Source: an optimization exercise on an open RTL-to-GDS flow (aim: small area). Production flows keep margins and buffers that such runs may drop.
The RTL was checked by simulation tests, not by an equivalence proof against the original design.
The clock port is modelled as an ideal driver; clocking choices that lean on that would not hold on a real chip.
Power and IR drop assume default switching activity.

===== flow/design.v =====
`default_nettype none
`timescale 1ns/1ns
module generator #(
    parameter   [31:0]  BASE_ADDRESS    = 32'h3000_0000,
    parameter   [15:0]  PERIOD          = 16'd8,
    parameter   [7:0]   RAM_END_ADDR    = 8'd0
)(
    input wire          caravel_wb_clk_i,        
    input wire          caravel_wb_rst_i,        
    input wire          caravel_wb_stb_i,        
    input wire          caravel_wb_cyc_i,        
    input wire          caravel_wb_we_i,         
    input wire  [3:0]   caravel_wb_sel_i,        
    input wire  [31:0]  caravel_wb_dat_i,        
    input wire  [31:0]  caravel_wb_adr_i,        
    output reg          caravel_wb_ack_o,        
    output wire [31:0]  caravel_wb_dat_o,        
    output wire         rambus_wb_rst_o,         
    output wire         rambus_wb_stb_o,         
    output wire         rambus_wb_cyc_o,         
    output wire         rambus_wb_we_o,          
    output wire [3:0]   rambus_wb_sel_o,         
    output wire [31:0]  rambus_wb_dat_o,         
    output reg  [7:0]   rambus_wb_adr_o,         
    input wire          rambus_wb_ack_i,         
    input wire  [31:0]  rambus_wb_dat_i,         
    output reg  [7:0]   dac,
    output wire         dbg_ram_addr_zero,
    output wire         dbg_state_run,
    output wire         dbg_dac_start,
    output wire         dbg_ram_wb_stb,
    output wire         dbg_caravel_wb_stb
);
    wire clk   = caravel_wb_clk_i;
    wire reset = caravel_wb_rst_i;
    wire nrst  = ~reset;
    wire adr_match = caravel_wb_adr_i == BASE_ADDRESS;
    wire bus_acc   = caravel_wb_stb_i & caravel_wb_cyc_i & adr_match;
    wire bus_wr    = bus_acc &  caravel_wb_we_i;
    wire bus_rd    = bus_acc & ~caravel_wb_we_i;
    reg [15:0] period;
    reg [7:0]  ram_end_addr;
    reg        run;
    wire [24:0] cfg     = {run, ram_end_addr, period};
    wire        wr_ld   = nrst & bus_wr;
    wire        wr_hd   = nrst & ~bus_wr;
    wire [24:0] cfg_ao;
    gen_ao22 #(25) u_cfg (.a(caravel_wb_dat_i[24:0]), .sa(wr_ld), .b(cfg), .sb(wr_hd), .y(cfg_ao));
    always @(posedge clk)
        {run, ram_end_addr, period} <= {cfg_ao[24:4], cfg_ao[3] | reset, cfg_ao[2:0]};
    reg [24:0] rd_data;
    wire rd_ld = nrst & bus_rd;
    wire rd_hd = nrst & ~bus_rd;
    wire [24:0] rd_nx;
    gen_ao22 #(25) u_rd (.a(cfg), .sa(rd_ld), .b(rd_data), .sb(rd_hd), .y(rd_nx));
    always @(posedge clk)
        rd_data <= rd_nx;
    assign caravel_wb_dat_o = {7'd0, rd_data};
    always @(posedge clk)
        caravel_wb_ack_o <= nrst & caravel_wb_stb_i & adr_match;
    reg        running;
    reg        upd;
    reg        dac_start_q;
    reg [1:0]  byte_count;
    reg [15:0] wait_cnt;             
    wire [15:0] wait_dec = wait_cnt - 16'd1;
    wire [15:0] wait_nx;
    gen_ao22 #(16) u_wait (.a(period), .sa(upd), .b(wait_dec), .sb(~upd), .y(wait_nx));
    always @(posedge clk) begin
        dac_start_q <= upd;
        wait_cnt    <= wait_nx;
        running     <= nrst & (running | run);
        upd         <= nrst & (running ? (~upd & (wait_cnt == 16'd2)) : run);
        byte_count  <= {2{nrst}} & (byte_count + {1'b0, upd});
    end
    wire fetch_next = dac_start_q & byte_count[1] & ~byte_count[0];
    reg        init;
    reg        req;
    reg [7:0]  ram_address;
    wire s_init  = init & ~req;
    wire s_first = init &  req;
    wire s_wait  = ~init & ~req;
    wire s_ack   = ~init &  req;
    wire fetch   = s_first | (s_wait & fetch_next);
    wire got     = s_ack & rambus_wb_ack_i;
    wire [7:0] ra_inc  = ram_address + 8'd1;
    wire       ra_wrap = ra_inc == ram_end_addr;
    wire       ra_ld   = nrst & ((s_init & ~ram_address[3]) | (fetch & ~ra_wrap));
    wire       ra_hd   = nrst & ~s_init & ~fetch;
    wire       ad_ld   = nrst & fetch;
    wire       ad_hd   = nrst & ~fetch;
    wire [7:0] ra_nx, ad_nx;
    gen_ao22 #(8) u_ra (.a(ra_inc), .sa(ra_ld), .b(ram_address), .sb(ra_hd), .y(ra_nx));
    gen_ao22 #(8) u_ad (.a(ram_address), .sa(ad_ld), .b(rambus_wb_adr_o), .sb(ad_hd), .y(ad_nx));
    always @(posedge clk) begin
        init            <= reset | s_init;
        req             <= nrst & ((s_init & ram_address[3]) | fetch | (s_ack & ~rambus_wb_ack_i));
        ram_address     <= ra_nx;
        rambus_wb_adr_o <= ad_nx;
    end
    reg [31:0] dac_data;
    reg [31:0] dac_data_buf;
    wire g_ld = nrst & got;                  
    wire g_hd = nrst & ~got;
    wire b_sh = nrst & ~got & upd;           
    wire b_hd = nrst & ~got & ~upd;
    wire d_ld = nrst & upd;
    wire d_hd = nrst & ~upd;
    wire [31:0] dd_nx, buf_nx;
    wire [7:0]  dac_nx;
    gen_ao22  #(32) u_dd   (.a(rambus_wb_dat_i), .sa(g_ld), .b(dac_data), .sb(g_hd), .y(dd_nx));
    gen_ao22  #(8)  u_bufh (.a(dac_data[31:24]), .sa(g_ld), .b(dac_data_buf[31:24]), .sb(b_hd),
                            .y(buf_nx[31:24]));
    gen_ao222 #(24) u_bufl (.a(dac_data[23:0]), .sa(g_ld), .b(dac_data_buf[31:8]), .sb(b_sh),
                            .c(dac_data_buf[23:0]), .sc(b_hd), .y(buf_nx[23:0]));
    gen_ao22  #(8)  u_dac  (.a(dac_data_buf[7:0]), .sa(d_ld), .b(dac), .sb(d_hd), .y(dac_nx));
    always @(posedge clk) begin
        dac_data     <= dd_nx;
        dac_data_buf <= buf_nx;
        dac          <= dac_nx;
    end
    assign rambus_wb_stb_o    = s_ack;
    assign rambus_wb_cyc_o    = s_ack;
    assign rambus_wb_rst_o    = reset | s_init;
    assign rambus_wb_we_o     = 1'b0;
    assign rambus_wb_sel_o    = 4'b1111;
    assign rambus_wb_dat_o    = 32'd0;
    assign dbg_ram_addr_zero  = ram_address == 8'd0;
    assign dbg_state_run      = run;
    assign dbg_dac_start      = dac_start_q;
    assign dbg_ram_wb_stb     = s_ack;
    assign dbg_caravel_wb_stb = caravel_wb_stb_i;
endmodule
module gen_ao22 #(
    parameter W = 1
)(
    input  wire [W-1:0] a,
    input  wire         sa,
    input  wire [W-1:0] b,
    input  wire         sb,
    output wire [W-1:0] y
);
    assign y = ({W{sa}} & a) | ({W{sb}} & b);
endmodule
module gen_ao222 #(
    parameter W = 1
)(
    input  wire [W-1:0] a,
    input  wire         sa,
    input  wire [W-1:0] b,
    input  wire         sb,
    input  wire [W-1:0] c,
    input  wire         sc,
    output wire [W-1:0] y
);
    assign y = ({W{sa}} & a) | ({W{sb}} & b) | ({W{sc}} & c);
endmodule

===== flow/constraint.sdc =====
create_clock -name core_clock -period 10.0 [get_ports {caravel_wb_clk_i}]
set_input_delay 2.0000 -clock core_clock [delete_from_list [all_inputs] [get_ports {caravel_wb_clk_i}]]
set_output_delay 2.0000 -clock core_clock [all_outputs]
set_load 0.01 [all_outputs]

===== flow/flow/post_floorplan.tcl =====
# Runs at the end of ORFS floorplan (POST_FLOORPLAN_TCL).
# 1. Drive every constant output from one tie cell (LO and HI pins of one conb_1).
# 2. Swap each combinational cell for the smallest-area cell of the same function.

set block [ord::get_db_block]

set ties {}
foreach inst [$block getInsts] {
  if {[[$inst getMaster] getName] eq "sky130_fd_sc_hd__conb_1"} {
    lappend ties $inst
  }
}
puts "bench-flow: [llength $ties] tie cells before merging"
if {[llength $ties] > 1} {
  set keep [lindex $ties 0]
  foreach pin {LO HI} {
    set kit [$keep findITerm $pin]
    set knet [$kit getNet]
    foreach tie [lrange $ties 1 end] {
      set it [$tie findITerm $pin]
      set net [$it getNet]
      if {$net eq "NULL" || $net eq ""} { continue }
      if {$knet eq "NULL" || $knet eq ""} {
        set knet [odb::dbNet_create $block "tie_${pin}_shared"]
        $kit connect $knet
      }
      foreach other [$net getITerms] {
        if {$other ne $it} {
          $other disconnect
          $other connect $knet
        }
      }
      foreach bt [$net getBTerms] {
        $bt disconnect
        $bt connect $knet
      }
      $it disconnect
    }
  }
  foreach tie [lrange $ties 1 end] {
    foreach pin {LO HI} {
      set net [[$tie findITerm $pin] getNet]
      if {$net ne "NULL" && $net ne ""} { [$tie findITerm $pin] disconnect }
    }
    odb::dbInst_destroy $tie
  }
  # drop nets left without pins
  foreach net [$block getNets] {
    if {[llength [$net getITerms]] == 0 && [llength [$net getBTerms]] == 0} {
      odb::dbNet_destroy $net
    }
  }
}

set area_of {}
foreach lc [get_lib_cells sky130_fd_sc_hd__*] {
  dict set area_of [get_name $lc] [get_property $lc area]
}
set dont_use $::env(DONT_USE_CELLS)
set swapped 0
foreach inst [$block getInsts] {
  set m [[$inst getMaster] getName]
  if {![regexp {^sky130_fd_sc_hd__(.+)_([0-9]+)$} $m -> base sz]} { continue }
  if {[regexp {^(df|edf|sdf|sedf|dl|conb|tap|fill|decap|clk|lpflow|diode|probe)} $base]} { continue }
  set best $m
  set best_area [dict get $area_of $m]
  dict for {name a} $area_of {
    if {[regexp "^sky130_fd_sc_hd__${base}_\[0-9\]+\$" $name] && [lsearch -exact $dont_use $name] < 0} {
      if {$a < $best_area} { set best $name; set best_area $a }
    }
  }
  if {$best ne $m} {
    replace_cell [get_cells [$inst getName]] [get_lib_cells $best]
    incr swapped
  }
}
puts "bench-flow: $swapped cells swapped for smaller ones"

===== flow/standard.sh =====
#!/bin/bash
# synth_recipe.tcl (not shown) runs the flow's synth.tcl, then flattens the netlist and writes it again
# the make line also repeats each setting of config.mk as NAME=value (left out here)
make -C /OpenROAD-flow-scripts/flow DESIGN_CONFIG=/design/flow/config.mk WORK_HOME=/design/flow/orfs CLKGATE_MAP_FILE= SYNTH_SCRIPT=/design/flow/synth_recipe.tcl "${@:-finish}"

===== flow/config.mk =====
export PLATFORM = sky130hd
export DESIGN_NAME = generator
export DESIGN_NICKNAME = generator
export VERILOG_FILES = /design/flow/design.v
export SDC_FILE = /design/flow/constraint.sdc
export NUM_CORES = 4
export LEC_CHECK = 0
export CAP_MARGIN = 20
export CORE_MARGIN = 2
export CORE_UTILIZATION = 60
export SLEW_MARGIN = 20
export SYNTH_HIERARCHICAL = 1
export SYNTH_MINIMUM_KEEP_SIZE = 0

===== flow/flow/run.sh =====
#!/bin/bash
# Own layout flow: the standard flow (standard synthesis unchanged), with
# minimum-size port buffers, one shared tie cell, combinational cells at their
# smallest size after floorplan, and a clock tree of small buffers.
set -euo pipefail
here=$(pwd)
export BUFFER_PORTS_ARGS="-buffer_cell sky130_fd_sc_hd__buf_1"
export CTS_ARGS="-sink_clustering_enable -repair_clock_nets -dont_use_dummy_load -buf_list sky130_fd_sc_hd__clkbuf_8 -root_buf sky130_fd_sc_hd__clkbuf_8 -sink_clustering_size 24"
export POST_FLOORPLAN_TCL=$here/flow/post_floorplan.tcl
bash standard.sh > standard.log 2>&1

==> impl_metrics.ini, run 1 <==
[timing]
finalHoldViolations = 0
clock.fmax_ghz = 0.214
worst_slew_margin_rel_pct = 29.8
fin_crit_ps = 4680
worstMarginPinSlew_ps = 1050
rsz0062_at_grt = false
period_share_pct = 46.8
layout_setup_ws_ps = 5320
fin_tns_setup_ps = 0
drv_slew = 0
hold_slack_ps = 453
fin_skew_ps = 29.3
setup_viol = 0

[final_layout]
antenna_cells = 0
nets = 768
layout_common_cells = 162 x dfxtp_1, 144 x buf_1, 130 x a22o_1, 35 x inv_1, 24 x a222oi_1
drive_gt1_share_pct = 5.35
stdcell_area_um2 = 6660
final_core_util_pct = 64.2
final_common_cell = dfxtp_1
area_growth_pct = 3.62

[yosys]
synth_edf_count = 0
ys_types = 50
synth_xor_area_share_pct = 3.54
muxShareOfSynthArea_pct = 0
ys_seq_elements = 162
ys_warn_count = 7
ys_seq_area_share_pct = 50.5
yosys.area_share.simple_pct = 6.85
async_reset_ff_share_pct = 0
yosys.area_share.adder_pct = 0.974
synthFlopType = dfxtp_1
synth_area_um2 = 6430
synth_compound_area_share_pct = 24.3
post_synth_inst_count = 576
avgSynthCellArea_um2 = 11.2
synth_top_family_by_area = compound AO/OA/AOI/OAI gates

[global_route]
grt_usage_pct = 22.9
use_met2_pct = 36.1
gr-usage-met1_pct = 30.7
busiest_layer = met2
grt_pass1_vias = 4334
grt_pass1_wl_um = 20900
grt_max_degree = 65
antenna_found_initial = 0
use_met3_pct = 4.96
overflow = 0

[placement]
placed_area_um2 = 6420
numPortBuffers = 144
dp_slack_ps = 5300
hpwl_um = 9040
place_congestion = 0.844

[cts]
cts_tree = built
cts_made_buffers = 17
cts_resized = 0
cts_root_buf = clkbuf_8
htreeDepth = 4
cts_setup_buffers = 0
cts_sinks = 162
clk_path_buf_depth = 2
clock_latency_ps = 430
hold_buffers = 0
path_clk_slew_ps = 70

[route]
viasPerCell = 5.73
wire_per_inst_um = 16.5
drc = 0
drt_iter0_drc = 234
dr.pass1.iters = 5
drtAntennaViolNets = 0
wl_um = 13000
vias = 4528

[critical_path]
critPathMostFrequentCell = buf_1
critPathMaxStageDelay_ps = 270
path_buf_inv = 3
worstSetupEndpointType = output pin
setup.worst_path.start_class = primary input
worstPathArrival_ps = 2680
critical_path_required_ps = 8000
cpLargestDelayFamily = buffers and inverters
slowest_stage = buf_4
crit_fanout = 18
crit_type = primary input to output pin
worstPathCellList = buf_1 > buf_4 > a21o_1 > buf_1

[worst_hold_path]
hold_path_class = flop to flop

[die]
initial_utilization_pct = 62.0
core_um2 = 10400
die_h_um = 107
placementRows = 37
dieArea_um2 = 11600
ioPinCount = 200
die_x_um = 107

[pwr]
power_density_nw_per_um2 = 175
vdd_drop_max_mv = 0.102
leakage_nw = 2.70

[job]
maxCapViolCount = 0

[run_status]
status = no timing/DRC/antenna violations
[path summary, 6_finish.rpt]
kind / start / end / slack [ps] / depth (start not counted)
worst max-delay path: caravel_wb_rst_i / rambus_wb_rst_o / 5320 / 4
worst min-delay path: running / upd / 450 / 1
worst max register to register: ram_address[0] / ram_address[6] / 7410 / 8
worst min register to register: running / upd / 450 / 1
[worst register-to-register path, stage by stage, from the launching register on]
cell and delay, ps:
dfxtp_1 520, inv_1 110, ha_1 350, xor2_1 150, a311o_1 280, a31o_2 220
nor4_1 240, a31oi_1 310, a22o_1 310
[layer usage]
metal / up-vias / wire (um)
li1: 2238 / -
met1: 2114 / 5990
met2: 163 / 6050
met3: 13 / 820
met4: 0 / 151
met5: - / 0
[synth_stat cells, types with 2 or more instances]
| cell | count | share of area (%) |
|---|---|---|
| nand3b_1 | 2 | 0.23 |
| a222oi_1 | 24 | 3.7 |
| and2_1 | 2 | 0.19 |
| a31o_2 | 2 | 0.27 |
| a22o_1 | 112 | 15 |
| buf_4 | 47 | 5.5 |
| nand2_1 | 9 | 0.53 |
| dfxtp_1 | 162 | 50 |
| ha_1 | 5 | 0.97 |
| nor4_2 | 2 | 0.39 |
| o21ai_0 | 2 | 0.16 |
| clkbuf_1 | 2 | 0.12 |
| xnor2_1 | 11 | 1.5 |
| conb_1 | 2 | 0.12 |
| nand3_1 | 5 | 0.39 |
| a21boi_0 | 2 | 0.23 |
| a22o_2 | 18 | 2.8 |
| inv_1 | 35 | 2.0 |
| a31oi_1 | 2 | 0.19 |
| nor3_1 | 11 | 0.86 |
| xor2_1 | 15 | 2.0 |
| nand2b_1 | 2 | 0.19 |
| or3_1 | 2 | 0.19 |
| buf_6 | 29 | 5.1 |
| nand4_1 | 4 | 0.39 |
| buf_2 | 9 | 0.70 |
| nor2_1 | 22 | 1.3 |
| nor4_1 | 7 | 0.68 |
| a21oi_1 | 8 | 0.62 |
[layout make-up]
cell class | count | area [um2]
fillers | 907 | 3710
flip-flops and latches | 162 | 3240
multi-input cells | 289 | 2290
repair buffers | 151 | 593
clock buffers | 17 | 234
well taps | 136 | 170
inverters | 35 | 131
[cell families after synthesis]
logic type,count (synthesis)
buf+inv,124
xor+xnor,26
fa+ha+maj,5
simple gates,79
flops,162
compound gates,178
other cells,2
[registers in the layout, summed over array words and instances (netlist names)]
register,flops
upd,1
dac,8
dac_data_buf,32
caravel_wb_ack_o,1
dac_start_q,1
run,1
ram_address,8
dac_data,32
byte_count,2
req,1
rd_data,25
init,1
running,1
ram_end_addr,8
rambus_wb_adr_o,8
wait_cnt,16
period,16
[where the power goes]
part	leakage, nW	switching [mW]	internal (mW)	total (mW)
Combinational	1.26	0.0606	0.0599	0.120
Clock	0.122	0.191	0.150	0.341
Sequential	1.31	0.0298	0.673	0.703
[per-stage QoR]
step | total power [mW] | std cells
6_report | 1.16 | 790
5_1_grt | 1.22 | 790
4_1_cts | 1.17 | 790
3_5_place_dp | 0.837 | 773
3_3_place_gp | 0.831 | 773
2_1_floorplan | 0.821 | 618
==> inputs of run 2 (changes only) <==
==> flow/flow/run.sh (replaced) <==
#!/bin/bash
# Own layout flow: the standard flow (standard synthesis unchanged), with
# minimum-size port buffers, one shared tie cell, combinational cells at their
# smallest size after floorplan, and a clock tree of small buffers, upsized
# where their slew is high.
set -euo pipefail
here=$(pwd)
export BUFFER_PORTS_ARGS="-buffer_cell sky130_fd_sc_hd__buf_1"
export CTS_ARGS="-sink_clustering_enable -repair_clock_nets -dont_use_dummy_load -buf_list sky130_fd_sc_hd__clkbuf_4 -root_buf sky130_fd_sc_hd__clkbuf_8"
export POST_FLOORPLAN_TCL=$here/flow/post_floorplan.tcl
export POST_CTS_TCL=$here/flow/post_cts.tcl
bash standard.sh > standard.log 2>&1
==> flow/flow/post_cts.tcl (new file) <==
# Runs at the end of ORFS CTS (POST_CTS_TCL): the tree is built from clkbuf_4;
# upsize to clkbuf_8 each clock buffer whose estimated output slew is above
# the target, then legalise the placement again.
set target 0.105
set_propagated_clock [all_clocks]
estimate_parasitics -placement
set changed 0
foreach inst [get_cells *] {
  if {[get_property $inst ref_name] eq "sky130_fd_sc_hd__clkbuf_4"} {
    if {[get_property [get_pins [get_name $inst]/X] slew_max] > $target} {
      replace_cell $inst [get_lib_cells sky130_fd_sc_hd__clkbuf_8]
      incr changed
    }
  }
}
puts "bench-flow: $changed clock buffers upsized"
if {$changed > 0} {
  detailed_placement
  check_placement -verbose
  estimate_parasitics -placement
}
--- a/flow/config.mk
+++ b/flow/config.mk
@@ -6,8 +6,8 @@
 export NUM_CORES = 4
 export LEC_CHECK = 0
-export CAP_MARGIN = 20
+export CAP_MARGIN = 0
 export CORE_MARGIN = 2
 export CORE_UTILIZATION = 60
-export SLEW_MARGIN = 20
+export SLEW_MARGIN = 0
 export SYNTH_HIERARCHICAL = 1
 export SYNTH_MINIMUM_KEEP_SIZE = 0
==> run 2 against run 1 <==
Flip-flop and latch count is the same. Register-to-register slack improved by 40 ps. Final cell count unchanged. Clock skew up 4.5 ps. Sequential power about the same. Critical path type unchanged. Largest power group unchanged.
==> impl_metrics.ini, run 2 <==
[cts]
cts_sinks = 162
cts_tree = built
clock_latency_ps = 420
path_clk_slew_ps = 70

[die]
initial_utilization_pct = 62.0
die_h_um = 107
dieArea_um2 = 11600
die_x_um = 107
ioPinCount = 200
placementRows = 37
core_um2 = 10400

[critical_path]
worstSetupEndpointType = output pin
worstPathArrival_ps = 2670
crit_fanout = 18
setup.worst_path.start_class = primary input
critical_path_required_ps = 8000
crit_type = primary input to output pin

[yosys]
synth_edf_count = 0
ys_seq_elements = 162
ys_types = 50
synth_most_common_cell = dfxtp_1
synth_top_area_share_pct = 50.5
synthTopCellsByArea = dfxtp_1 50%, a22o_1 15%, buf_4 5.5%
synth_area_um2 = 6430
ys_seq_area_share_pct = 50.5
ys_warn_count = 7
async_reset_ff_share_pct = 0
avgSynthCellArea_um2 = 11.2
synth_largest_area_cell = dfxtp_1
ys_top_cells_by_count = 162 x dfxtp_1, 112 x a22o_1, 47 x buf_4
synthFlopType = dfxtp_1
post_synth_inst_count = 576

[job]
maxCapViolCount = 0

[global_route]
grt_pass1_wl_um = 20800
grt_pass1_vias = 4303
overflow = 0
grt_max_degree = 65
grt_usage_pct = 22.6
antenna_found_initial = 0

[pwr]
vdd_drop_max_mv = 0.101
power_density_nw_per_um2 = 169
leakage_nw = 2.67

[timing]
fin_skew_ps = 33.8
finalHoldViolations = 0
worstMarginPinSlew_ps = 1160
fin_crit_ps = 4670
drv_slew = 0
fin_tns_setup_ps = 0
setup_viol = 0
clock.fmax_ghz = 0.214
rsz0062_at_grt = false
worst_slew_margin_rel_pct = 22.7
period_share_pct = 46.7

[route]
viasPerCell = 5.75
wire_per_inst_um = 16.4
dr.pass1.iters = 5
drc = 0
vias = 4542
wl_um = 12900
drt_iter0_drc = 265
drtAntennaViolNets = 0

[run_status]
status = no timing/DRC/antenna violations

[final_layout]
antenna_cells = 0
layout_common_cells = 162 x dfxtp_1, 144 x buf_1, 130 x a22o_1, 35 x inv_1, 24 x a222oi_1
drive_gt1_share_pct = 5.35
area_growth_pct = 2.53
nets = 768
final_common_cell = dfxtp_1
final_cells = 790
top_regs = dac_data (32), dac_data_buf (32), rd_data (25)

[placement]
dp.cells = 773
hpwl_um = 9040
numPortBuffers = 144
place_congestion = 0.844

[worst_hold_path]
hold_path_class = flop to flop
==> run 2: cell counts after synthesis <==
No cell type changed its count.
==> run 2: layout make-up <==
| cell class | count | area, um2 |
|---|---|---|
| tap | 136 | 170 |
| sequential | 162 | 3240 |
| timing repair buffer | 151 | 593 |
| clock buffer | 17 | 171 |
| fill | 919 | 3780 |
| inverter | 35 | 131 |
| multi-input combinational | 289 | 2280 |
==> run 2: cells by family (layout without fill, tap and decap cells) <==
| group | count (synthesis) | in the layout | synth area share, % |
|---|---|---|---|
| other | 2 | 1 | 0.117 |
| adder cells (fa/ha/maj) | 5 | 5 | 0.974 |
| buffers and inverters | 124 | 203 | 13.7 |
| flip-flops | 162 | 162 | 50.5 |
| AO/OA/AOI/OAI | 178 | 178 | 24.3 |
| AND/OR/NAND/NOR | 79 | 79 | 6.85 |
| XOR/XNOR | 26 | 26 | 3.54 |
==> run 2: final timing paths <==
| check | start | end | slack (ps) | cells past startpoint |
|---|---|---|---|---|
| setup / recovery | caravel_wb_rst_i | rambus_wb_rst_o | 5330 | 4 |
| hold / removal | running | upd | 450 | 1 |
| setup reg to reg | ram_address[0] | ram_address[4] | 7450 | 8 |
| hold reg to reg | running | upd | 450 | 1 |
==> run 2: through the flow <==
stage / worst slack, ps / hold WS, ps / power (mW) / area, um2 / util, %
finish: 5330 / 452 / 1.12 / 6590 / 63.5
global route: 5260 / 484 / 1.17 / 6590 / 63.5
detailed placement: 5300 / 442 / 0.837 / 6420 / 61.9
global placement: 5320 / 436 / 0.831 / 6420 / 61.9
floorplan: 5670 / 410 / 0.821 / 6580 / -
==> run 2: power by group <==
part	internal, mW	total (mW)	switching [mW]
clock network	0.109	0.294	0.185
registers	0.672	0.702	0.0297
logic	0.0597	0.120	0.0603
total	0.841	1.12	0.275
==> run 2: critical path, stage by stage <==
cell and delay, ps:
buf_1 80, buf_4 260, a21o_1 160, buf_1 170
==> run 2: layer usage <==
layer  vias up  wire (um)  global-route usage [%]
met4         0        178                    7.51
met5         -          0                       0
met1      2131       5990                    30.7
li1       2239          -                       -
met2       159       5930                    35.8
met3        13        827                    5.02
==> inputs of run 3 (changes only) <==
--- a/flow/config.mk
+++ b/flow/config.mk
@@ -8,5 +8,5 @@
 export CAP_MARGIN = 0
 export CORE_MARGIN = 2
-export CORE_UTILIZATION = 60
+export CORE_UTILIZATION = 75
 export SLEW_MARGIN = 0
 export SYNTH_HIERARCHICAL = 1
==> run 3 against run 2 <==
Largest cell class unchanged. Still clean on timing, DRC and antenna. First-iteration DRC count fell by 19%. Utilization rose by 15 points. Cell area fell by 1.0%. Flip-flop and latch count did not move. Sequential share of layout area rose by 0.51 points. Total power fell by 0.59%. Die area fell by 19%. Area after synthesis did not move. Largest power group unchanged. Clock power fell by 2%. Worst setup slack got worse by 420 ps.
==> impl_metrics.ini, run 3 <==
[critical_path]
reg2reg_from = ram_address[0]
worstSetupEndpointType = output pin
crit_type = primary input to output pin
crit_fanout = 18
critical_path_required_ps = 8000
rr_worst_depth = 8
setup.worst_path.start_class = primary input
worstPathArrival_ps = 3090
reg2reg_to = ram_address[3]
r2r_setup_slack_ps = 7340

[route]
vias = 4597
viasPerCell = 6.08
drt_iter0_drc = 215
wire_per_inst_um = 17.0
drc = 0
wl_um = 12900
dr.pass1.iters = 6
drtAntennaViolNets = 0

[yosys]
async_reset_ff_share_pct = 0
synth_edf_count = 0
synth_most_common_cell = dfxtp_1
ys_warn_count = 7
avgSynthCellArea_um2 = 11.2
synth_area_um2 = 6430
synth_top_area_share_pct = 50.5
ys_types = 50
post_synth_inst_count = 576
ys_seq_area_share_pct = 50.5
ys_top_cells_by_count = 162 x dfxtp_1, 112 x a22o_1, 47 x buf_4
synthFlopType = dfxtp_1
synth_largest_area_cell = dfxtp_1
ys_seq_elements = 162
synthTopCellsByArea = dfxtp_1 50%, a22o_1 15%, buf_4 5.5%

[timing]
period_share_pct = 50.9
rsz0062_at_grt = false
fin_tns_setup_ps = 0
worst_slew_margin_rel_pct = 21.3
fin_crit_ps = 5090
clock.fmax_ghz = 0.197
fin_skew_ps = 26.0
finalHoldViolations = 0
worstMarginPinSlew_ps = 1180
drv_slew = 0
layout_setup_ws_ps = 4910
setup_viol = 0
hold_slack_ps = 469

[global_route]
antenna_found_initial = 0
grt_pass1_wl_um = 20600
grt_pass1_vias = 4319
overflow = 0
grt_max_degree = 65
grt_usage_pct = 28.4

[placement]
dp_slack_ps = 4910
hpwl_um = 8930
placed_area_um2 = 6360
numPortBuffers = 144
place_congestion = 0.875
dp.cells = 739

[final_layout]
num-fill-cells = 575
final_cells = 756
antenna_cells = 0
drive_gt1_share_pct = 4.92
stdcell_area_um2 = 6520
top_regs = dac_data (32), dac_data_buf (32), rd_data (25)
final_core_util_pct = 79.0
area_growth_pct = 1.48
nets = 765
final_common_cell = dfxtp_1
layout_common_cells = 162 x dfxtp_1, 144 x buf_1, 130 x a22o_1, 35 x inv_1, 24 x a222oi_1

[die]
ioPinCount = 200
dieArea_um2 = 9320
placementRows = 33
core_um2 = 8260
die_h_um = 96.6
initial_utilization_pct = 77.8
die_x_um = 96.6

[run_status]
status = no timing/DRC/antenna violations

[job]
maxCapViolCount = 0

[pwr]
power_mw = 1.11
vdd_drop_max_mv = 0.0951
leakage_nw = 2.65
power_density_nw_per_um2 = 170

[cts]
cts_tree = built
path_clk_slew_ps = 80
clock_latency_ps = 410
cts_sinks = 162

[worst_hold_path]
hold_end = upd
whs_path_depth = 1
min_from = running
hold_path_class = flop to flop
run 3: cell counts after synthesis:
No cell type changed its count.
run 3: worst max-delay path: stages:
cell,delay (ps)
buf_1,730
a21o_1,190
buf_1,160
run 3: worst max path at each step:
| stage | depth (start not counted) | slack [ps] | end | startpoint |
|---|---|---|---|---|
| 6_report | 3 | 4910 | rambus_wb_rst_o | caravel_wb_rst_i |
| 5_1_grt | 3 | 4820 | rambus_wb_rst_o | caravel_wb_rst_i |
| 3_5_place_dp | 3 | 4910 | rambus_wb_rst_o | caravel_wb_rst_i |
| 3_3_place_gp | 3 | 4930 | rambus_wb_rst_o | caravel_wb_rst_i |
| 2_1_floorplan | 2 | 5670 | rambus_wb_rst_o | caravel_wb_rst_i |
run 3: routing by layer:
| metal | track usage, % | wire [um] |
|---|---|---|
| met5 | 0 | 0 |
| met2 | 47.0 | 6260 |
| met1 | 37.9 | 5660 |
| met3 | 6.67 | 844 |
| met4 | 6.69 | 91 |
run 3: logic make-up (layout without fill, tap and decap cells):
family	Yosys count	after routing	synth area share (%)
AO/OA/AOI/OAI	178	178	24.3
flip-flops	162	162	50.5
buffers and inverters	124	200	13.7
AND/OR/NAND/NOR	79	79	6.85
XOR/XNOR	26	26	3.54
adder cells (fa/ha/maj)	5	5	0.974
other	2	1	0.117
run 3: power breakdown:
group / total (mW) / switching [mW] / leakage, nW / internal (mW)
logic: 0.121 / 0.0620 / 1.25 / 0.0590
clock network: 0.287 / 0.182 / 0.0937 / 0.105
registers: 0.702 / 0.0292 / 1.31 / 0.672
total: 1.11 / 0.273 / 2.65 / 0.836
run 3: final cells by class:
class / instances / area [um2] / share of cell area, %
Timing Repair Buffer: 148 / 571 / 8.75
Sequential cell: 162 / 3240 / 49.7
Tap cell: 105 / 131 / 2.01
Multi-Input combinational cell: 289 / 2280 / 35.0
Clock buffer: 17 / 165 / 2.53
Inverter: 35 / 131 / 2.01
==> inputs of run 4 (changes only) <==
--- a/flow/config.mk
+++ b/flow/config.mk
@@ -6,8 +6,8 @@
 export NUM_CORES = 4
 export LEC_CHECK = 0
-export CAP_MARGIN = 0
+export CAP_MARGIN = 20
 export CORE_MARGIN = 2
-export CORE_UTILIZATION = 75
-export SLEW_MARGIN = 0
+export CORE_UTILIZATION = 60
+export SLEW_MARGIN = 20
 export SYNTH_HIERARCHICAL = 1
 export SYNTH_MINIMUM_KEEP_SIZE = 0
==> run 4 against run 3 <==
Global-route usage decreased by 5.8 points. Non-clock buffer count increased by 3. Critical path depth increased by 1. Cell area increased by 1.2%.
==> impl_metrics.ini, run 4 <==
[yosys]
async_reset_ff_share_pct = 0
synthTopCellsByArea = dfxtp_1 50%, a22o_1 15%, buf_4 5.5%
post_synth_inst_count = 576
synth_top_area_share_pct = 50.5
synth_most_common_cell = dfxtp_1
synthFlopType = dfxtp_1
avgSynthCellArea_um2 = 11.2
ys_warn_count = 7
ys_types = 50
yosys.area_share.simple_pct = 6.85
synth_largest_area_cell = dfxtp_1
ys_seq_area_share_pct = 50.5
synth_area_um2 = 6430
synth_compound_area_share_pct = 24.3
synth_xor_area_share_pct = 3.54
synth_top_family_by_area = compound AO/OA/AOI/OAI gates
muxShareOfSynthArea_pct = 0
ys_top_cells_by_count = 162 x dfxtp_1, 112 x a22o_1, 47 x buf_4
yosys.area_share.adder_pct = 0.974
ys_seq_elements = 162
synth_edf_count = 0

[critical_path]
crit_type = primary input to output pin
reg2reg_from = ram_address[0]
setup.worst_path.start_class = primary input
worstSetupEndpointType = output pin
crit_fanout = 18
r2r_setup_slack_ps = 7450
critical_path_required_ps = 8000
rr_worst_depth = 8
reg2reg_to = ram_address[4]
worstPathArrival_ps = 2680

[timing]
drv_slew = 0
setup_viol = 0
finalHoldViolations = 0
clock.fmax_ghz = 0.214
worstMarginPinSlew_ps = 1050
fin_tns_setup_ps = 0
rsz0062_at_grt = false
fin_crit_ps = 4680
period_share_pct = 46.8
fin_skew_ps = 32.5
worst_slew_margin_rel_pct = 29.7

[route]
wire_per_inst_um = 16.4
wl_um = 13000
vias = 4529
drc = 0
drt_iter0_drc = 278
viasPerCell = 5.73
dr.pass1.iters = 5
drtAntennaViolNets = 0

[die]
dieArea_um2 = 11600
ioPinCount = 200
core_um2 = 10400
initial_utilization_pct = 62.0
placementRows = 37
die_h_um = 107
die_x_um = 107

[cts]
clock_latency_ps = 420
cts_sinks = 162
cts_tree = built
path_clk_slew_ps = 70

[global_route]
grt_usage_pct = 22.6
antenna_found_initial = 0
overflow = 0
grt_max_degree = 65
grt_pass1_vias = 4303
grt_pass1_wl_um = 20800

[placement]
placed_area_um2 = 6420
hpwl_um = 9040
numPortBuffers = 144
place_congestion = 0.844
dp.cells = 773

[pwr]
sw_frac_of_total_pct = 24.7
vdd_drop_max_mv = 0.101
p_sw_mw = 0.276
p_int_mw = 0.841
clock_power_share_pct = 26.4
power_density_nw_per_um2 = 169
p_seq_share_pct = 62.9
power_mw = 1.12
leakage_nw = 2.67
pwr-share-comb_pct = 10.8

[worst_hold_path]
whs_path_depth = 1
hold_end = upd
min_from = running
hold_path_class = flop to flop

[final_layout]
final_common_cell = dfxtp_1
antenna_cells = 0
final_cells = 790
nets = 768
drive_gt1_share_pct = 5.35
layout_common_cells = 162 x dfxtp_1, 144 x buf_1, 130 x a22o_1, 35 x inv_1, 24 x a222oi_1
final_core_util_pct = 63.6
num-fill-cells = 918
area_growth_pct = 2.65
top_regs = dac_data (32), dac_data_buf (32), rd_data (25)
stdcell_area_um2 = 6600

[job]
maxCapViolCount = 0

[run_status]
status = no timing/DRC/antenna violations
run 4: cell counts after synthesis:
No cell type changed its count.
run 4: worst max-delay path by stage:
stage	startpoint	endpoint	cells past startpoint
floorplan	caravel_wb_rst_i	rambus_wb_rst_o	2
global placement	caravel_wb_rst_i	rambus_wb_rst_o	4
detailed placement	caravel_wb_rst_i	rambus_wb_rst_o	4
global route	caravel_wb_rst_i	rambus_wb_rst_o	4
finish	caravel_wb_rst_i	rambus_wb_rst_o	4
run 4: worst max-delay path: stages:
cell and delay [ps]:
buf_1 80, buf_4 270, a21o_1 160, buf_1 170
run 4: kinds of logic after synthesis:
family          Yosys count
compound gates          178
xor+xnor                 26
fa+ha+maj                 5
buf+inv                 124
flops                   162
other cells               2
simple gates             79
run 4: power by group through the flow:
stage          clock, mW  combinational, mW  sequential (mW)
2_1_floorplan          0              0.111            0.710
3_3_place_gp           0              0.116            0.714
3_5_place_dp           0              0.121            0.716
5_1_grt            0.333              0.136            0.707
6_report           0.294              0.120            0.702
run 4: layout make-up:
| class | count | area [um2] | share of cell area [%] |
|---|---|---|---|
| clock buffer | 17 | 171 | 2.60 |
| inverter | 35 | 131 | 1.99 |
| multi-input combinational | 289 | 2290 | 34.7 |
| sequential | 162 | 3240 | 49.2 |
| tap | 136 | 170 | 2.58 |
| timing repair buffer | 151 | 593 | 8.99 |
run 4: through the flow:
step                hold slack (ps)  setup WS, ps
floorplan                       410          5670
global placement                436          5320
detailed placement              442          5300
global route                    484          5240
finish                          453          5320
run 4: per-layer routing:
layer / part of all wire, % / vias up / track usage (%)
met3: 5.8 / 13 / 5.02
met4: 1.4 / 0 / 7.51
met2: 46 / 149 / 35.8
met1: 47 / 2130 / 30.7
met5: 0 / - / 0
li1: - / 2237 / -
==> inputs of run 5 (changes only) <==
--- a/flow/design.v
+++ b/flow/design.v
@@ -64,7 +64,12 @@
     reg [1:0]  byte_count;
     reg [15:0] wait_cnt;             
-    wire [15:0] wait_dec = wait_cnt - 16'd1;
+    wire [16:0] wait_z;
+    assign wait_z[0] = 1'b1;
+    genvar gi;
+    generate for (gi = 0; gi < 16; gi = gi + 1) begin : g_dec
+        assign wait_z[gi+1] = wait_z[gi] & ~wait_cnt[gi];
+    end endgenerate
     wire [15:0] wait_nx;
-    gen_ao22 #(16) u_wait (.a(period), .sa(upd), .b(wait_dec), .sb(~upd), .y(wait_nx));
+    gen_ldx #(16) u_wait (.a(period), .sa(upd), .b(wait_cnt), .t(wait_z[15:0]), .y(wait_nx));
     always @(posedge clk) begin
         dac_start_q <= upd;
@@ -72,5 +77,5 @@
         running     <= nrst & (running | run);
         upd         <= nrst & (running ? (~upd & (wait_cnt == 16'd2)) : run);
-        byte_count  <= {2{nrst}} & (byte_count + {1'b0, upd});
+        byte_count  <= {2{nrst}} & {byte_count[1] ^ (byte_count[0] & upd), byte_count[0] ^ upd};
     end
     wire fetch_next = dac_start_q & byte_count[1] & ~byte_count[0];
@@ -84,5 +89,10 @@
     wire fetch   = s_first | (s_wait & fetch_next);
     wire got     = s_ack & rambus_wb_ack_i;
-    wire [7:0] ra_inc  = ram_address + 8'd1;
+    wire [8:0] ra_c;
+    assign ra_c[0] = 1'b1;
+    generate for (gi = 0; gi < 8; gi = gi + 1) begin : g_inc
+        assign ra_c[gi+1] = ra_c[gi] & ram_address[gi];
+    end endgenerate
+    wire [7:0] ra_inc  = ram_address ^ ra_c[7:0];
     wire       ra_wrap = ra_inc == ram_end_addr;
     wire       ra_ld   = nrst & ((s_init & ~ram_address[3]) | (fetch & ~ra_wrap));
@@ -156,2 +166,13 @@
     assign y = ({W{sa}} & a) | ({W{sb}} & b) | ({W{sc}} & c);
 endmodule
+module gen_ldx #(
+    parameter W = 1
+)(
+    input  wire [W-1:0] a,
+    input  wire         sa,
+    input  wire [W-1:0] b,
+    input  wire [W-1:0] t,
+    output wire [W-1:0] y
+);
+    assign y = sa ? a : (b ^ t);
+endmodule
--- a/flow/config.mk
+++ b/flow/config.mk
@@ -6,8 +6,8 @@
 export NUM_CORES = 4
 export LEC_CHECK = 0
-export CAP_MARGIN = 20
+export CAP_MARGIN = 0
 export CORE_MARGIN = 2
 export CORE_UTILIZATION = 60
-export SLEW_MARGIN = 20
+export SLEW_MARGIN = 0
 export SYNTH_HIERARCHICAL = 1
 export SYNTH_MINIMUM_KEEP_SIZE = 0
==> run 5 against run 4 <==
Clock power about the same. Combinational power down 9%. Register-to-register slack worse by 330 ps. Non-clock buffer count is 1 higher. Die area decreased by 2.6%. Sequential power up 2%. Flip-flop and latch count stayed put. Via count down 3.8%. Critical path type unchanged. Largest cell class unchanged.
==> impl_metrics.ini, run 5 <==
[final_layout]
nets = 755
area_growth_pct = 3.64
layout_common_cells = 162 x dfxtp_1, 144 x buf_1, 114 x a22o_1, 32 x inv_1, 24 x a222oi_1
top_regs = dac_data (32), dac_data_buf (32), rd_data (25)
antenna_cells = 0
final_cells = 774
final_common_cell = dfxtp_1
drive_gt1_share_pct = 5.17

[timing]
drv_slew = 0
clock.fmax_ghz = 0.214
worst_slew_margin_rel_pct = 19.5
setup_viol = 0
fin_skew_ps = 32.7
rsz0062_at_grt = false
fin_tns_setup_ps = 0
worstMarginPinSlew_ps = 1210
fin_crit_ps = 4670
finalHoldViolations = 0
period_share_pct = 46.7

[route]
dr.pass1.iters = 9
drc = 0
wire_per_inst_um = 16.1
wl_um = 12500
viasPerCell = 5.63
vias = 4355
drt_iter0_drc = 266
drtAntennaViolNets = 0

[yosys]
post_synth_inst_count = 554
synthTopCellsByArea = dfxtp_1 52%, a22o_1 14%, buf_4 5.6%
synth_top_area_share_pct = 51.9
synth_edf_count = 0
avgSynthCellArea_um2 = 11.3
ys_warn_count = 7
synth_area_um2 = 6250
ys_types = 39
ys_top_cells_by_count = 162 x dfxtp_1, 102 x a22o_1, 47 x buf_4
synth_most_common_cell = dfxtp_1
async_reset_ff_share_pct = 0
synthFlopType = dfxtp_1
ys_seq_elements = 162
ys_seq_area_share_pct = 51.9
synth_largest_area_cell = dfxtp_1

[global_route]
use_met2_pct = 37.2
gr-usage-met1_pct = 28.9
grt_usage_pct = 22.7
grt_pass1_vias = 4171
grt_pass1_wl_um = 20200
antenna_found_initial = 0
grt_max_degree = 65
overflow = 0
busiest_layer = met2
use_met3_pct = 6.19

[critical_path]
critPathMostFrequentCell = buf_1
slowest_stage = buf_4
path_buf_inv = 3
cpLargestDelayFamily = buffers and inverters
r2r_setup_slack_ps = 7120
setup.worst_path.start_class = primary input
worstSetupEndpointType = output pin
worstPathArrival_ps = 2670
crit_type = primary input to output pin
crit_fanout = 19
critical_path_required_ps = 8000
worstPathCellList = buf_1 > buf_4 > nand2b_1 > buf_1
critPathMaxStageDelay_ps = 250

[die]
initial_utilization_pct = 61.1
die_h_um = 106
placementRows = 37
ioPinCount = 200
dieArea_um2 = 11300
core_um2 = 10200
die_x_um = 106

[placement]
place_congestion = 0.758
numPortBuffers = 144
hpwl_um = 8620
dp.cells = 757

[cts]
cts_tree = built
path_clk_slew_ps = 100
clock_latency_ps = 430
cts_sinks = 162

[job]
maxCapViolCount = 0

[run_status]
status = no timing/DRC/antenna violations

[pwr]
power_density_nw_per_um2 = 172
leakage_nw = 2.58
vdd_drop_max_mv = 0.146

[worst_hold_path]
hold_path_class = flop to flop
run 5: changes by cell type in the layout (fill, tap and decap cells not counted), moves of 3 or more:
cell	previous run	this run
a22o_1	130	114
a21oi_1	5	2
nor2b_1	1	4
o31ai_1	0	3
nor3_1	9	5
nor2_1	21	11
xor2_1	15	3
o21ai_0	2	16
ha_1	5	8
xnor2_1	11	23
inv_1	35	32
nand2_1	9	19
run 5: stage by stage:
stage / utilization, % / setup WS [ps] / power [mW] / instance area [um2] / hold slack [ps]
finish: 63.4 / 5330 / 1.12 / 6480 / 411
global route: 63.4 / 5260 / 1.17 / 6480 / 430
detailed placement: 61.7 / 5310 / 0.838 / 6310 / 418
global placement: 61.7 / 5330 / 0.832 / 6310 / 419
floorplan: - / 5590 / 0.826 / 6420 / 407
run 5: area by class of cell:
cell class / instances / area [um2]
fillers: 889 / 3750
well taps: 136 / 170
flip-flops and latches: 162 / 3240
clock buffers: 17 / 171
repair buffers: 152 / 601
inverters: 32 / 120
multi-input cells: 275 / 2180
run 5: worst paths after layout:
check                                 startpoint                to  cells after the start
worst max-delay path            caravel_wb_rst_i   rambus_wb_rst_o                      4
worst min-delay path                         upd       dac_start_q                      0
worst max register to register              init  dac_data_buf[19]                      7
worst min register to register               upd       dac_start_q                      0
run 5: worst reg2reg max path, delay by kind of cell, from the launching register on:
kind | cells | cell delay, ps
and+or+nand+nor | 4 | 1260
buffers and inverters | 2 | 900
DFF | 1 | 440
AOI/OAI and AO/OA | 1 | 210
run 5: kinds of logic after synthesis:
family          Yosys count  share of synthesized area, %
simple gates             77                          6.80
buf+inv                 116                          13.4
fa+ha+maj                 8                          1.60
other cells               2                         0.120
xor+xnor                 26                          3.64
compound gates          163                          22.6
flops                   162                          51.9
run 5: report_power, final:
group | internal (mW) | total (mW) | leakage, nW | switching (mW)
clock network | 0.109 | 0.293 | 0.0963 | 0.184
logic | 0.0533 | 0.109 | 1.17 | 0.0560
registers | 0.679 | 0.715 | 1.31 | 0.0356
run 5: per-layer routing:
metal	up-vias	share of wire, %
met2	140	48
met3	11	5.8
met1	2044	45
li1	2160	-
met4	0	0.99
met5	-	0
==> inputs of run 6 (changes only) <==
--- a/flow/config.mk
+++ b/flow/config.mk
@@ -8,5 +8,5 @@
 export CAP_MARGIN = 0
 export CORE_MARGIN = 2
-export CORE_UTILIZATION = 60
+export CORE_UTILIZATION = 75
 export SLEW_MARGIN = 0
 export SYNTH_HIERARCHICAL = 1
==> run 6 against run 5 <==
Hold slack improved by 26 ps. Maximum frequency rose by 0.37%. Sequential share of layout area increased by 0.42 points. Sequential power about the same. Worst setup slack better by 17 ps. Die area fell by 19%. Synthesized cell count did not move. Routed wire length down 5.6%. Clock skew barely moved. Utilization grew 16 points. Combinational power is essentially flat. Critical path depth did not move. Critical path type unchanged. Largest power group unchanged. Highest routed layer unchanged.
==> impl_metrics.ini, run 6 <==
[run_status]
status = no timing/DRC/antenna violations

[timing]
fin_tns_setup_ps = 0
worst_slew_margin_rel_pct = 22.2
finalHoldViolations = 0
rsz0062_at_grt = false
fin_crit_ps = 4650
setup_viol = 0
fin_skew_ps = 32.9
drv_slew = 0
clock.fmax_ghz = 0.215
period_share_pct = 46.5
worstMarginPinSlew_ps = 1170

[cts]
cts_sinks = 162
cts_tree = built
clock_latency_ps = 420
path_clk_slew_ps = 90

[yosys]
synthTopCellsByArea = dfxtp_1 52%, a22o_1 14%, buf_4 5.6%
synth_top_area_share_pct = 51.9
post_synth_inst_count = 554
ys_warn_count = 7
synth_area_um2 = 6250
synth_edf_count = 0
ys_top_cells_by_count = 162 x dfxtp_1, 102 x a22o_1, 47 x buf_4
ys_seq_elements = 162
synth_most_common_cell = dfxtp_1
synth_largest_area_cell = dfxtp_1
avgSynthCellArea_um2 = 11.3
ys_seq_area_share_pct = 51.9
async_reset_ff_share_pct = 0
ys_types = 39
synthFlopType = dfxtp_1

[route]
wire_per_inst_um = 15.9
drt_iter0_drc = 246
drc = 0
vias = 4398
drtAntennaViolNets = 0
wl_um = 11800
viasPerCell = 5.94
dr.pass1.iters = 9

[global_route]
grt_usage_pct = 26.7
grt_max_degree = 65
overflow = 0
grt_pass1_vias = 4127
antenna_found_initial = 0
grt_pass1_wl_um = 18700

[critical_path]
worstPathArrival_ps = 2650
critPathLaunch = caravel_wb_rst_i
rr_worst_depth = 7
reg2reg_to = dac_data_buf[17]
setup.worst_path.start_class = primary input
worstSetupEndpointType = output pin
critPathMostFrequentCell = buf_1
setup.worst_path.end = rambus_wb_rst_o
reg2reg_from = req
worstPathCellList = buf_1 > buf_4 > nand2b_1 > buf_1
critical_path_required_ps = 8000
critPathMaxStageDelay_ps = 260
slowest_stage = buf_4
crit_fanout = 19
crit_type = primary input to output pin
r2r_setup_slack_ps = 7150

[die]
ioPinCount = 200
initial_utilization_pct = 76.9
die_h_um = 95.3
die_x_um = 95.3
core_um2 = 8130
dieArea_um2 = 9090
placementRows = 33

[worst_hold_path]
min_from = running
hold_path_class = flop to flop

[pwr]
power_density_nw_per_um2 = 173
vdd_drop_max_mv = 0.101
leakage_nw = 2.57

[final_layout]
drive_gt1_share_pct = 4.87
layout_common_cells = 162 x dfxtp_1, 144 x buf_1, 114 x a22o_1, 32 x inv_1, 24 x a222oi_1
top_regs = dac_data (32), dac_data_buf (32), rd_data (25)
nets = 753
antenna_cells = 0
multiInputGateArea_um2 = 2180
final_common_cell = dfxtp_1
final_core_util_pct = 79.0
area_growth_pct = 2.78
num-fill-cells = 552
final-seq-area_um2 = 3240

[placement]
place_congestion = 0.838
hpwl_um = 8350
numPortBuffers = 144

[job]
maxCapViolCount = 0
==> run 6: cell families (layout without fill, tap and decap cells) <==
logic type | Yosys count | count (layout) | share of synthesized area (%)
flops | 162 | 162 | 51.9
other cells | 2 | 1 | 0.120
xor+xnor | 26 | 26 | 3.64
fa+ha+maj | 8 | 8 | 1.60
buf+inv | 116 | 199 | 13.4
simple gates | 77 | 77 | 6.80
compound gates | 163 | 163 | 22.6
==> run 6: worst min path at each step <==
stage / slack (ps) / endpoint / cells after the start
2_1_floorplan: 410 / upd / 1
3_3_place_gp: 420 / upd / 1
3_5_place_dp: 430 / upd / 1
5_1_grt: 470 / upd / 1
6_report: 440 / upd / 1
==> run 6: critical path: cells and delay by family <==
| kind | cells | cell delay [ps] |
|---|---|---|
| buffers and inverters | 3 | 480 |
| AND/OR/NAND/NOR | 1 | 170 |
==> run 6: final cells by class <==
cell class / instances / share of cell area [%]
clock buffer: 17 / 2.67
inverter: 32 / 1.87
multi-input combinational: 275 / 33.9
sequential: 162 / 50.4
tap: 105 / 2.04
timing repair buffer: 150 / 9.11
==> run 6: per-layer routing <==
metal / up-vias / part of all wire, % / GRT usage (%) / wire length [um]
met1: 2090 / 43 / 33.4 / 5120
met5: - / 0 / 0 / 0
met3: 15 / 6.1 / 7.43 / 715
li1: 2151 / - / - / -
met4: 0 / 1.5 / 11.2 / 180
met2: 142 / 49 / 43.6 / 5750
==> run 6: stage by stage <==
step           worst slack, ps  power [mW]  instance area [um2]  hold WS, ps  std cells
2_1_floorplan             5590       0.826                 6420          407        597
3_3_place_gp              5340       0.831                 6260          419        724
3_5_place_dp              5350       0.838                 6260          425        724
5_1_grt                   5270        1.16                 6430          469        741
6_report                  5350        1.11                 6430          437        741
==> run 6: power by group <==
| group | internal [mW] | total (mW) | switching (mW) |
|---|---|---|---|
| Clock | 0.109 | 0.289 | 0.180 |
| Sequential | 0.679 | 0.713 | 0.0344 |
| Combinational | 0.0533 | 0.110 | 0.0569 |
| Total | 0.841 | 1.11 | 0.272 |
==> inputs of run 7 (changes only) <==
--- a/flow/config.mk
+++ b/flow/config.mk
@@ -8,5 +8,6 @@
 export CAP_MARGIN = 0
 export CORE_MARGIN = 2
-export CORE_UTILIZATION = 75
+export CORE_UTILIZATION = 85
+export PLACE_DENSITY = 0.9
 export SLEW_MARGIN = 0
 export SYNTH_HIERARCHICAL = 1
==> run 7 against run 6 <==
Sequential share of layout area grew 0.23 points. Clock power hardly changed. Flip-flop and latch count unchanged. Highest routed layer unchanged.
==> impl_metrics.ini, run 7 <==
[job]
maxCapViolCount = 0

[critical_path]
setup.worst_path.start_class = primary input
worstPathCellList = buf_1 > buf_4 > nand2b_1 > buf_1
crit_fanout = 19
critPathMaxStageDelay_ps = 260
crit_type = primary input to output pin
rr_worst_depth = 7
worstSetupEndpointType = output pin
critPathLaunch = caravel_wb_rst_i
reg2reg_to = dac_data_buf[19]
setup.worst_path.end = rambus_wb_rst_o
reg2reg_from = init
r2r_setup_slack_ps = 7100
critical_path_required_ps = 8000
critPathMostFrequentCell = buf_1
slowest_stage = buf_4
worstPathArrival_ps = 2670

[worst_hold_path]
hold_path_class = flop to flop

[yosys]
ys_seq_area_share_pct = 51.9
synth_top_area_share_pct = 51.9
avgSynthCellArea_um2 = 11.3
synthTopCellsByArea = dfxtp_1 52%, a22o_1 14%, buf_4 5.6%
synth_largest_area_cell = dfxtp_1
post_synth_inst_count = 554
ys_warn_count = 7
async_reset_ff_share_pct = 0
ys_top_cells_by_count = 162 x dfxtp_1, 102 x a22o_1, 47 x buf_4
synthFlopType = dfxtp_1
synth_edf_count = 0
ys_seq_elements = 162
synth_area_um2 = 6250
ys_types = 39
synth_most_common_cell = dfxtp_1

[global_route]
use_met2_pct = 55.6
grt_pass1_vias = 4384
use_met3_pct = 7.63
grt_max_degree = 65
grt_pass1_wl_um = 20600
overflow = 0
gr-usage-met1_pct = 38.3
busiest_layer = met2
antenna_found_initial = 0
grt_usage_pct = 31.7

[die]
die_x_um = 89.8
die_h_um = 89.8
core_um2 = 7180
dieArea_um2 = 8060
ioPinCount = 200
placementRows = 31
initial_utilization_pct = 87.2

[cts]
path_clk_slew_ps = 70
cts_tree = built
cts_sinks = 162
clock_latency_ps = 420

[route]
wl_um = 12700
drc = 0
viasPerCell = 6.14
wire_per_inst_um = 17.3
drt_iter0_drc = 456
vias = 4501
drtAntennaViolNets = 0
dr.pass1.iters = 7

[final_layout]
layout_common_cells = 162 x dfxtp_1, 144 x buf_1, 114 x a22o_1, 32 x inv_1, 24 x a222oi_1
area_growth_pct = 2.32
top_regs = dac_data (32), dac_data_buf (32), rd_data (25)
drive_gt1_share_pct = 4.57
num-fill-cells = 366
final_common_cell = dfxtp_1
antenna_cells = 0
nets = 751

[timing]
clock.fmax_ghz = 0.214
period_share_pct = 46.7
fin_tns_setup_ps = 0
fin_crit_ps = 4670
worst_slew_margin_rel_pct = 14.3
worstMarginPinSlew_ps = 1280
fin_skew_ps = 34.8
setup_viol = 0
finalHoldViolations = 0
drv_slew = 0
rsz0062_at_grt = false

[pwr]
power_density_nw_per_um2 = 174
vdd_drop_max_mv = 0.154
leakage_nw = 2.55
power_mw = 1.12

[placement]
numPortBuffers = 144
place_congestion = 0.862
hpwl_um = 8590

[run_status]
status = no timing/DRC/antenna violations
run 7: per-layer routing:
layer  vias to the layer above  wire, um
li1                       2150         -
met1                      2133      5200
met2                       194      6400
met3                        24       792
met4                         0       261
met5                         -         0
run 7: kinds of logic after synthesis:
| kind of cell | after synthesis | share of synthesized area, % |
|---|---|---|
| buf+inv | 116 | 13.4 |
| xor+xnor | 26 | 3.64 |
| other cells | 2 | 0.120 |
| compound gates | 163 | 22.6 |
| fa+ha+maj | 8 | 1.60 |
| flops | 162 | 51.9 |
| simple gates | 77 | 6.80 |
run 7: final cells by class:
type | instances | area (um2) | area share (%)
Clock buffer | 17 | 165 | 2.58
Tap cell | 99 | 124 | 1.94
Inverter | 32 | 120 | 1.88
Timing Repair Buffer | 148 | 571 | 8.91
Sequential cell | 162 | 3240 | 50.7
Multi-Input combinational cell | 275 | 2180 | 34.0
run 7: per-stage QoR:
stage	hold slack (ps)	util, %	instances	area (um2)	setup WS (ps)
after floorplan	407	-	597	6420	5590
after global placement	420	86.9	716	6230	5350
after detailed placement	421	86.9	716	6230	5340
after global routing	476	89.2	733	6400	5300
final	446	89.2	733	6400	5330
run 7: how the worst min path moves through the flow:
stage | start | end | slack (ps) | depth (start not counted)
after floorplan | running | upd | 410 | 1
after global placement | running | upd | 420 | 1
after detailed placement | running | upd | 420 | 1
after global routing | running | upd | 480 | 1
final | running | upd | 450 | 1
run 7: critical path: cells and delay by family:
kind | cells | cell delay [ps]
AND/OR/NAND/NOR | 1 | 170
buffers and inverters | 3 | 500
run 7: where the power goes:
part           switching [mW]  internal [mW]  total [mW]  leakage [nW]
clock network           0.185          0.105       0.289        0.0937
registers              0.0366          0.679       0.716          1.31
logic                  0.0581         0.0530       0.111          1.15
total                   0.279          0.837        1.12          2.55
==> inputs of run 8 (changes only) <==
--- a/flow/design.v
+++ b/flow/design.v
@@ -71,5 +71,7 @@
     end endgenerate
     wire [15:0] wait_nx;
-    gen_ldx #(16) u_wait (.a(period), .sa(upd), .b(wait_cnt), .t(wait_z[15:0]), .y(wait_nx));
+    gen_ldx #(15) u_wait (.a(period[15:1]), .sa(upd), .b(wait_cnt[15:1]), .t(wait_z[15:1]),
+                          .y(wait_nx[15:1]));
+    assign wait_nx[0] = upd ? period[0] : ~wait_cnt[0];
     always @(posedge clk) begin
         dac_start_q <= upd;
--- a/flow/flow/post_cts.tcl
+++ b/flow/flow/post_cts.tcl
@@ -2,5 +2,5 @@
 # upsize to clkbuf_8 each clock buffer whose estimated output slew is above
 # the target, then legalise the placement again.
-set target 0.105
+set target 0.115
 set_propagated_clock [all_clocks]
 estimate_parasitics -placement
==> run 8 against run 7 <==
Synthesized cell count stayed put. Still clean. Die area down 0.53%. Clock-buffer cell count unchanged. Critical path type unchanged. Worst setup slack worse by 52 ps. Total power up 2.8%. Routed wire length increased by 5.2%. Sequential share of layout area down 0.089 points. Via count is 1.9% higher. Highest routed layer unchanged.
==> impl_metrics.ini, run 8 <==
[run_status]
status = no timing/DRC/antenna violations

[final_layout]
top_regs = dac_data (32), dac_data_buf (32), rd_data (25)
final_common_cell = dfxtp_1
layout_common_cells = 162 x dfxtp_1, 144 x buf_1, 114 x a22o_1, 31 x inv_1, 24 x a222oi_1
antenna_cells = 0
multiInputGateArea_um2 = 2180
area_growth_pct = 3.08
num-fill-cells = 336
final-seq-area_um2 = 3240
final_cells = 735
drive_gt1_share_pct = 5.03
nets = 753

[critical_path]
critPathMostFrequentCell = buf_1
worstPathCellList = buf_1 > buf_4 > nand2b_1 > buf_1
critical_path_required_ps = 8000
setup.worst_path.end = rambus_wb_rst_o
critPathLaunch = caravel_wb_rst_i
crit_fanout = 20
worstSetupEndpointType = output pin
slowest_stage = buf_4
rr_worst_depth = 11
r2r_setup_slack_ps = 7170
setup.worst_path.start_class = primary input
critPathMaxStageDelay_ps = 270
reg2reg_from = ram_address[0]
crit_type = primary input to output pin
worstPathArrival_ps = 2720
reg2reg_to = ram_address[6]

[yosys]
synth_area_um2 = 6220
avgSynthCellArea_um2 = 11.2
synth_most_common_cell = dfxtp_1
ys_top_cells_by_count = 162 x dfxtp_1, 102 x a22o_1, 47 x buf_4
synth_largest_area_cell = dfxtp_1
ys_types = 39
async_reset_ff_share_pct = 0
ys_seq_area_share_pct = 52.1
synth_edf_count = 0
synthTopCellsByArea = dfxtp_1 52%, a22o_1 14%, buf_4 5.7%
ys_warn_count = 7
synth_top_area_share_pct = 52.1
synthFlopType = dfxtp_1
post_synth_inst_count = 554
ys_seq_elements = 162

[die]
core_um2 = 7180
die_h_um = 89.5
ioPinCount = 200
initial_utilization_pct = 86.7
die_x_um = 89.5
dieArea_um2 = 8020
placementRows = 31

[timing]
clock.fmax_ghz = 0.212
drv_slew = 0
fin_tns_setup_ps = 0
finalHoldViolations = 0
fin_skew_ps = 30.1
worst_slew_margin_rel_pct = 21.8
rsz0062_at_grt = false
worstMarginPinSlew_ps = 1170
period_share_pct = 47.2
setup_viol = 0
fin_crit_ps = 4720

[placement]
dp.cells = 718
hpwl_um = 9040
place_congestion = 0.814
numPortBuffers = 144

[worst_hold_path]
hold_path_class = flop to flop

[global_route]
antenna_found_initial = 0
overflow = 0
grt_pass1_vias = 4227
grt_usage_pct = 32.8
grt_max_degree = 65
grt_pass1_wl_um = 19900

[route]
dr.pass1.iters = 9
wire_per_inst_um = 18.1
drc = 0
drtAntennaViolNets = 0
vias = 4588
viasPerCell = 6.24
wl_um = 13300
drt_iter0_drc = 344

[cts]
clock_latency_ps = 420
cts_tree = built
cts_sinks = 162
path_clk_slew_ps = 90

[pwr]
vdd_drop_max_mv = 0.154
power_density_nw_per_um2 = 179
leakage_nw = 2.55

[job]
maxCapViolCount = 0
==> run 8: changes by cell type after synthesis, sizes merged <==
cell,previous run,this run
nor3,6,8
xnor2,23,22
nor2b,4,6
clkbuf,2,1
inv,32,31
buf,82,83
nand2b,3,2
a21oi,2,1
==> run 8: cell type report <==
type,count,area share [%]
sequential,162,50.6
clock buffer,17,2.48
multi-input combinational,276,34.1
timing repair buffer,150,9.13
inverter,31,1.81
tap,99,1.93
==> run 8: metrics by stage <==
stage	power [mW]	utilization, %	hold WS (ps)	worst slack, ps	area [um2]
floorplan	0.850	-	407	5580	6380
global placement	0.864	87.1	418	5340	6250
detailed placement	0.874	87.1	448	5290	6250
global route	1.19	89.3	476	5240	6410
finish	1.15	89.3	458	5280	6410
==> run 8: worst min-delay path by stage <==
stage,to,cells after the start,slack (ps),startpoint
finish,upd,1,460,running
global route,upd,1,480,running
detailed placement,upd,1,450,running
global placement,upd,1,420,running
floorplan,upd,1,410,running
==> run 8: power breakdown <==
group          internal [mW]  switching [mW]  leakage [nW]  total (mW)
Combinational         0.0652          0.0739          1.15       0.139
Clock                  0.101           0.183        0.0912       0.283
Sequential             0.683          0.0422          1.31       0.725
==> run 8: worst max-delay path, delay by kind of cell <==
family | cells | cell delay (ps)
buffers and inverters | 3 | 520
AND/OR/NAND/NOR | 1 | 190
==> run 8: cell families (layout without fill, tap and decap cells) <==
group                    count (synthesis)  after routing  share of synthesized area [%]
flip-flops                             162            162                           52.1
XOR/XNOR                                25             25                           3.52
buffers and inverters                  115            198                           13.1
adder cells (fa/ha/maj)                  8              8                           1.61
other                                    2              1                          0.121
AO/OA/AOI/OAI                          162            162                           22.4
AND/OR/NAND/NOR                         80             80                           7.10
==> run 8: routing by layer <==
metal  global-route usage [%]  up-vias  wire length [um]
li1                         -     2159                 -
met1                     39.3     2162              5220
met2                     56.1      233              6860
met3                     8.86       34               949
met4                     12.5        0               291
met5                        0        -                 0
==> inputs of run 9 (changes only) <==
--- a/flow/flow/post_cts.tcl
+++ b/flow/flow/post_cts.tcl
@@ -2,5 +2,5 @@
 # upsize to clkbuf_8 each clock buffer whose estimated output slew is above
 # the target, then legalise the placement again.
-set target 0.115
+set target 0.105
 set_propagated_clock [all_clocks]
 estimate_parasitics -placement
==> run 9 against run 8 <==
Final cell count unchanged. Clock power increased by 4%. Die area unchanged. Combinational power about the same. Clock-buffer cell count unchanged. Sequential share of layout area decreased by 0.099 points. Critical path depth unchanged. Critical path type unchanged. Utilization increased by 0.17 points. Total power increased by 0.82%. Area after synthesis unchanged. Synthesized cell count unchanged. Largest power group unchanged.
==> impl_metrics.ini, run 9 <==
[route]
dr.pass1.iters = 7
drtAntennaViolNets = 0
viasPerCell = 6.31
wl_um = 13500
drt_iter0_drc = 352
drc = 0
wire_per_inst_um = 18.4
vias = 4638

[critical_path]
r2r_setup_slack_ps = 7120
critPathMaxStageDelay_ps = 280
crit_fanout = 20
worstPathCellList = buf_1 > buf_4 > nand2b_1 > buf_1
worstPathArrival_ps = 2730
setup.worst_path.start_class = primary input
worstSetupEndpointType = output pin
critPathMostFrequentCell = buf_1
critical_path_required_ps = 8000
slowest_stage = buf_4
crit_type = primary input to output pin

[timing]
clock.fmax_ghz = 0.212
worstMarginPinSlew_ps = 1190
finalHoldViolations = 0
layout_setup_ws_ps = 5270
period_share_pct = 47.3
setup_viol = 0
rsz0062_at_grt = false
fin_tns_setup_ps = 0
hold_slack_ps = 458
worst_slew_margin_rel_pct = 20.5
fin_skew_ps = 31.7
drv_slew = 0
fin_crit_ps = 4730

[die]
placementRows = 31
dieArea_um2 = 8020
ioPinCount = 200
die_x_um = 89.5
initial_utilization_pct = 86.7
die_h_um = 89.5
core_um2 = 7180

[yosys]
ys_warn_count = 7
synth_edf_count = 0
avgSynthCellArea_um2 = 11.2
ys_seq_area_share_pct = 52.1
synth_most_common_cell = dfxtp_1
ys_seq_elements = 162
post_synth_inst_count = 554
async_reset_ff_share_pct = 0
synthTopCellsByArea = dfxtp_1 52%, a22o_1 14%, buf_4 5.7%
ys_types = 39
synth_top_area_share_pct = 52.1
synth_largest_area_cell = dfxtp_1
synthFlopType = dfxtp_1
ys_top_cells_by_count = 162 x dfxtp_1, 102 x a22o_1, 47 x buf_4
synth_area_um2 = 6220

[global_route]
overflow = 0
grt_usage_pct = 32.9
antenna_found_initial = 0
grt_pass1_vias = 4237
grt_pass1_wl_um = 20000
grt_max_degree = 65

[cts]
clock_latency_ps = 430
path_clk_slew_ps = 90
cts_sinks = 162
cts_tree = built

[final_layout]
drive_gt1_share_pct = 5.03
top_regs = dac_data (32), dac_data_buf (32), rd_data (25)
final_core_util_pct = 89.5
final_common_cell = dfxtp_1
nets = 753
area_growth_pct = 3.28
antenna_cells = 0
layout_common_cells = 162 x dfxtp_1, 144 x buf_1, 114 x a22o_1, 31 x inv_1, 24 x a222oi_1

[placement]
hpwl_um = 9040
numPortBuffers = 144
dp_slack_ps = 5290
place_congestion = 0.814

[run_status]
status = no timing/DRC/antenna violations

[pwr]
power_mw = 1.16
power_density_nw_per_um2 = 180
leakage_nw = 2.56
vdd_drop_max_mv = 0.144

[job]
maxCapViolCount = 0

[worst_hold_path]
hold_path_class = flop to flop
run 9: cell counts after synthesis:
Identical to the previous run, type by type.
run 9: area by class of cell:
type	count	area (um2)
Fill cell	331	752
Clock buffer	17	171
Inverter	31	116
Timing Repair Buffer	150	586
Multi-Input combinational cell	276	2180
Sequential cell	162	3240
Tap cell	99	124
run 9: cells by family (layout without fill, tap and decap cells):
family          count (synthesis)  count (layout)  share of synthesized area (%)
buf+inv                       115             198                           13.1
compound gates                162             162                           22.4
fa+ha+maj                       8               8                           1.61
xor+xnor                       25              25                           3.52
simple gates                   80              80                           7.10
other cells                     2               1                          0.121
flops                         162             162                           52.1
run 9: worst max-delay path, delay by kind of cell:
| kind | cells | cell delay, ps |
|---|---|---|
| simple gates | 1 | 190 |
| buf+inv | 3 | 530 |
run 9: metal layers:
layer / global-route usage [%] / wire (um)
met1: 39.3 / 5300
met2: 56.8 / 6980
met3: 8.86 / 903
met4: 11.8 / 301
met5: 0 / 0
run 9: worst paths after layout:
check                           depth (start not counted)         endpoint              from
worst min-delay path                                    1              upd           running
worst min register to register                          1              upd           running
worst max register to register                         11   ram_address[6]    ram_address[0]
worst max-delay path                                    4  rambus_wb_rst_o  caravel_wb_rst_i
run 9: power breakdown:
part | switching, mW | internal (mW) | total [mW]
registers | 0.0422 | 0.683 | 0.725
clock network | 0.184 | 0.109 | 0.293
logic | 0.0742 | 0.0652 | 0.139
total | 0.300 | 0.857 | 1.16
run 9: stage by stage:
step                instances  instance area, um2
finish                    735                6420
global route              735                6420
global placement          718                6250
detailed placement        718                6250
floorplan                 596                6380

Check on run 9: ideal ports give 5.274 ns setup slack; a clkbuf_16 on the clock port and buf_2 on the inputs give 5.242 ns; moving port delays by the midpoint clock arrival (0.440 ns) as well gives 5.242 ns.
